This is an optimization exercise on Yosys and OpenROAD, whose aim is small area, not a production implementation. The RTL was checked by simulation tests, not by an equivalence proof against the original design. No activity file was given, so power comes from the tool's default toggle rates.

Setup of main:
## goStickMan
module goStickMan(clk, resetn, go, up, down, plot, x, y, colour, HEX2, HEX1, HEX0);
  input clk;
  input resetn;
  input go, up, down;
  output reg plot;
  output [7:0] x;
  output [6:0] y;
  output [2:0] colour;
  output [6:0] HEX2, HEX1, HEX0;
  localparam P_W = 3'd0, P_E = 3'd1, P_R1 = 3'd2, P_R2 = 3'd3, P_J = 3'd6, P_S = 3'd7;
  localparam PH_PRE = 2'd0, PH_DRAW = 2'd1, PH_PCLR = 2'd3, PH_CLR = 2'd2;
  localparam S_SC = 4'd0, S_SPR = 4'd4, S_SPRE = 4'd5, S_B3 = 4'd11, S_B0 = 4'd8,
             S_PREF = 4'd7, S_PREW = 4'd6;
  reg [2:0] pose;
  reg [1:0] ph;
  reg [3:0] seg;      
  reg [1:0] pass;     
  reg [11:0] score;
  reg [4:0] b;        
  reg [3:0] fl;       
  reg [3:0] lfsr;
  reg [7:0] xr;
  reg [6:0] yr;       
  assign colour = {3{ph[0]}};
  wire game = pose[1];
  wire isW = (pose[1:0] == 2'b00);
  wire isE = (pose[1:0] == 2'b01);
  wire hold = pose[2] & !pose[1];
  wire low = (seg[3:2] == 2'b00);           
  assign x = hold ? (isW ? 8'd48 : 8'd62) : xr;
  ...
clock: 20.0 ns
lec_check: 0
abc_area: 1
cap_margin: 20
core_margin: 2
core_utilization: 30
cts_buf_list: sky130_fd_sc_hd__clkbuf_8
gpl_timing_driven: 0
slew_margin: 20
standard.sh (not shown) runs the stock make flow with config.mk's settings and CLKGATE_MAP_FILE= SYNTH_SCRIPT=/design/flow/synth_recipe.tcl, a recipe that flattens the netlist after the stock synthesis.
==> flow/flow/run.sh <==
#!/bin/bash
# Own layout flow: the standard ORFS flow (standard.sh) with synthesis and buffering choices:
#  - flow/own.mk is added to the ORFS config: it keeps the half/full adder cells out
#    (DONT_USE_CELLS), so Yosys's adder extraction leaves that logic to ABC; it buffers the
#    ports, and the wires Yosys would leave as assignments, with the smallest buffer cell;
#    and it builds the clock tree from clkbuf_8 cells without dummy loads;
#  - ABC maps with flow/abc_area.script from several random seeds, run in parallel, and the
#    smallest result is kept (flow/own_synth.tcl).
# Registers, floorplan, power grid, placement, clock tree and routing come from the standard
# flow's steps.
set -euo pipefail
here=$(pwd)
cat config.mk flow/own.mk > own_config.mk
sed "s#source \$::env(SCRIPTS_DIR)/synth.tcl#source $here/flow/own_synth.tcl#" synth_recipe.tcl > own_synth_top.tcl
sed -e "s#DESIGN_CONFIG=[^ ]*#DESIGN_CONFIG=$here/own_config.mk#" \
    -e "s#SYNTH_SCRIPT=[^ ]*#SYNTH_SCRIPT=$here/own_synth_top.tcl#" standard.sh > own_standard.sh
export OWN_ABC_SCRIPT=$here/flow/abc_area.script
export OWN_ABC_DIR=$here/abc_runs
export OWN_ABC_SEEDS="1 2 3 4 5 6 7 8 9 10 11 12 13 14 15 16 17 18 19 20 21 22 23 24 25 26 27 28 29 30 31 32 33 34 35 36 37 38 39 40 41 42 43 44 45 46 47 48"
bash own_standard.sh > flow_make.log 2>&1
==> flow/flow/abc_area.script <==
strash
&get -n
&fraig -x
&put
scorr
dc2
strash
&get -n
&deepsyn -J 100 -T 1800 -S @SEED@
&put
strash
&get -n
&dch -f
&nf -a -R 1000 -C 32 -F 8 -A 8 -p
&put
strash
&get -n
&dch -f
&nf -a -R 1000 -C 32 -F 8 -A 8 -p
&put
topo
stime -c
==> flow/flow/own.mk <==
export DONT_USE_CELLS += sky130_fd_sc_hd__ha_1 sky130_fd_sc_hd__fa_1
export BUFFER_PORTS_ARGS = -buffer_cell sky130_fd_sc_hd__buf_1
override export MIN_BUF_CELL_AND_PORTS = sky130_fd_sc_hd__buf_1 A X
export CTS_ARGS = -sink_clustering_enable -repair_clock_nets -buf_list sky130_fd_sc_hd__clkbuf_8 -dont_use_dummy_load
Other scripts of this flow, unchanged in this note and not shown: flow/flow/own_synth.tcl
main | stages: all done | timing, DRC, antenna: all pass
Here is what was changed in the inputs of the feature branch compared with main.
==> flow/flow/run.sh <==
#!/bin/bash
# Own layout flow: the standard ORFS flow (standard.sh) with synthesis and buffering choices:
#  - flow/own.mk is added to the ORFS config: it keeps the half/full adder cells out
#    (DONT_USE_CELLS), so Yosys's adder extraction leaves that logic to ABC, and buffers the
#    ports with the smallest buffer cell;
#  - ABC maps with flow/abc_area.script from several random seeds, run in parallel, and the
#    smallest result is kept (flow/own_synth.tcl).
# Registers, floorplan, power grid, placement, CTS and routing are the standard flow's.
set -euo pipefail
here=$(pwd)
cat config.mk flow/own.mk > own_config.mk
sed "s#source \$::env(SCRIPTS_DIR)/synth.tcl#source $here/flow/own_synth.tcl#" synth_recipe.tcl > own_synth_top.tcl
sed -e "s#DESIGN_CONFIG=[^ ]*#DESIGN_CONFIG=$here/own_config.mk#" \
    -e "s#SYNTH_SCRIPT=[^ ]*#SYNTH_SCRIPT=$here/own_synth_top.tcl#" standard.sh > own_standard.sh
export OWN_ABC_SCRIPT=$here/flow/abc_area.script
export OWN_ABC_DIR=$here/abc_runs
export OWN_ABC_SEEDS="1 2 3 4 5 6 7 8 9 10 11 12 13 14 15 16"
bash own_standard.sh > flow_make.log 2>&1
diff --git a/flow/flow/abc_area.script b/flow/flow/abc_area.script
--- a/flow/flow/abc_area.script
+++ b/flow/flow/abc_area.script
@@ -8,3 +8,3 @@
 &get -n
-&deepsyn -J 100 -T 1800 -S @SEED@
+&deepsyn -T 60 -S @SEED@
 &put
==> flow/flow/own.mk <==
export DONT_USE_CELLS += sky130_fd_sc_hd__ha_1 sky130_fd_sc_hd__fa_1
export BUFFER_PORTS_ARGS = -buffer_cell sky130_fd_sc_hd__buf_1
override export MIN_BUF_CELL_AND_PORTS = sky130_fd_sc_hd__buf_1 A X
### Flow results
Row wire length: the feature branch lower / main higher. All of the feature branch and main finish clean. Looking at switching part of the total power, the feature branch sits 1.6 points below main. Delta (the feature branch minus main): non-clock buffer count rose about 4%, reported combinational group power saw a decrease. Most common cell after layout, fill and taps aside: sky130_fd_sc_hd__nor2_1 -> main, sky130_fd_sc_hd__nand2_1 -> the feature branch. Of the two values seen for launch point of the critical path, xr[3] was produced by main and seg[0] by the feature branch.

========
green:
goStickMan again, from the RTL that the note above started with.
Design goStickMan, start of the top module:
module goStickMan(clk, resetn, go, up, down, plot, x, y, colour, HEX2, HEX1, HEX0);
clock: 20.0 ns
lec_check: 0
abc_area: 1
cap_margin: 20
core_margin: 2
core_utilization: 50
cts_buf_list: sky130_fd_sc_hd__clkbuf_8
gpl_timing_driven: 0
slew_margin: 20
==> flow/flow/run.sh <==
#!/bin/bash
# Own layout flow: the standard ORFS flow (standard.sh) with synthesis and buffering choices:
#  - flow/own.mk is added to the ORFS config: it keeps the half/full adder cells out
#    (DONT_USE_CELLS), so Yosys's adder extraction leaves that logic to ABC; it buffers the
#    ports, and the wires Yosys would leave as assignments, with the smallest buffer cell;
#    and it builds the clock tree from clkbuf_8 cells without dummy loads;
#  - ABC maps with flow/abc_area.script from several random seeds, run in parallel, and the
#    smallest result is kept (flow/own_synth.tcl).
# Registers, floorplan, power grid, placement, clock tree and routing come from the standard
# flow's steps.
set -euo pipefail
here=$(pwd)
cat config.mk flow/own.mk > own_config.mk
sed "s#source \$::env(SCRIPTS_DIR)/synth.tcl#source $here/flow/own_synth.tcl#" synth_recipe.tcl > own_synth_top.tcl
sed -e "s#DESIGN_CONFIG=[^ ]*#DESIGN_CONFIG=$here/own_config.mk#" \
    -e "s#SYNTH_SCRIPT=[^ ]*#SYNTH_SCRIPT=$here/own_synth_top.tcl#" standard.sh > own_standard.sh
export OWN_ABC_SCRIPT=$here/flow/abc_area.script
export OWN_ABC_DIR=$here/abc_runs
export OWN_ABC_SEEDS="1 2 3 4 5 6 7 8 9 10 11 12 13 14 15 16 17 18 19 20 21 22 23 24"
bash own_standard.sh > flow_make.log 2>&1
==> flow/flow/abc_area.script <==
strash
&get -n
&fraig -x
&put
scorr
dc2
strash
&get -n
&deepsyn -J 200 -T 3000 -S @SEED@
&put
strash
&get -n
&dch -f
&nf -a -R 1000 -C 32 -F 8 -A 8 -p
&put
strash
&get -n
&dch -f
&nf -a -R 1000 -C 32 -F 8 -A 8 -p
&put
topo
stime -c
Other scripts of this flow, unchanged in this note and not shown: flow/flow/own.mk, flow/flow/own_synth.tcl
> inputs changed (green -> red)
diff --git a/flow/flow/abc_area.script b/flow/flow/abc_area.script
--- a/flow/flow/abc_area.script
+++ b/flow/flow/abc_area.script
@@ -8,3 +8,3 @@
 &get -n
-&deepsyn -J 200 -T 3000 -S @SEED@
+&deepsyn -T 60 -S @SEED@
 &put
diff --git a/flow/config.mk b/flow/config.mk
--- a/flow/config.mk
+++ b/flow/config.mk
@@ -10,3 +10,3 @@
 export CORE_MARGIN = 2
-export CORE_UTILIZATION = 50
+export CORE_UTILIZATION = 30
 export CTS_BUF_LIST = sky130_fd_sc_hd__clkbuf_8
Results
red: PASS, flow complete, no timing, DRC or antenna violations
| power dissipated in sequential cells | red vs green | about 10% higher |
Taking green as the reference, in red total routing resource utilization after global routing lower; maximum clock rate higher.
In the floorplan summary, red is listed with a die area greater than that of green.
Per the comparison of red with green, clock network fraction of design power decreased by 0.8 points relative to the old numbers, clock period minus worst slack decreased by 0.32 ns relative to the old numbers, via count decreased 88.

-- separate check: timing with driven ports --
In the flow no input, the clock included, has a driving cell. The finished layouts below were timed again as built, in two steps. Step 1 assumes that a clkbuf_16 drives the clock port and a buf_2 every other input. Step 2, shift: input delay + t, output delay - t, t = (earliest + latest rising clock arrival at the registers) / 2. This alone moves slack from input paths to output paths. a / b / c = ideal ports / drivers / drivers and shift; a / b = the first two.
run	t, ns	setup WS [ns]	hold WS [ns]	clock arrival spread, ns	cell pins on the clock port's net
main	0.363	9.845 / 9.845 / 9.845	0.455 / 0.455 / 0.455	0.012 / 0.012	1
the feature branch	0.345	9.495 / 9.495 / 9.495	0.440 / 0.440 / 0.440	0.014 / 0.015	1
green	0.338	10.115 / 10.115 / 10.115	0.459 / 0.459 / 0.459	0.029 / 0.029	1
red	0.337	10.437 / 10.437 / 10.437	0.449 / 0.449 / 0.449	0.011 / 0.011	1
After both steps every run listed still meets setup and hold.
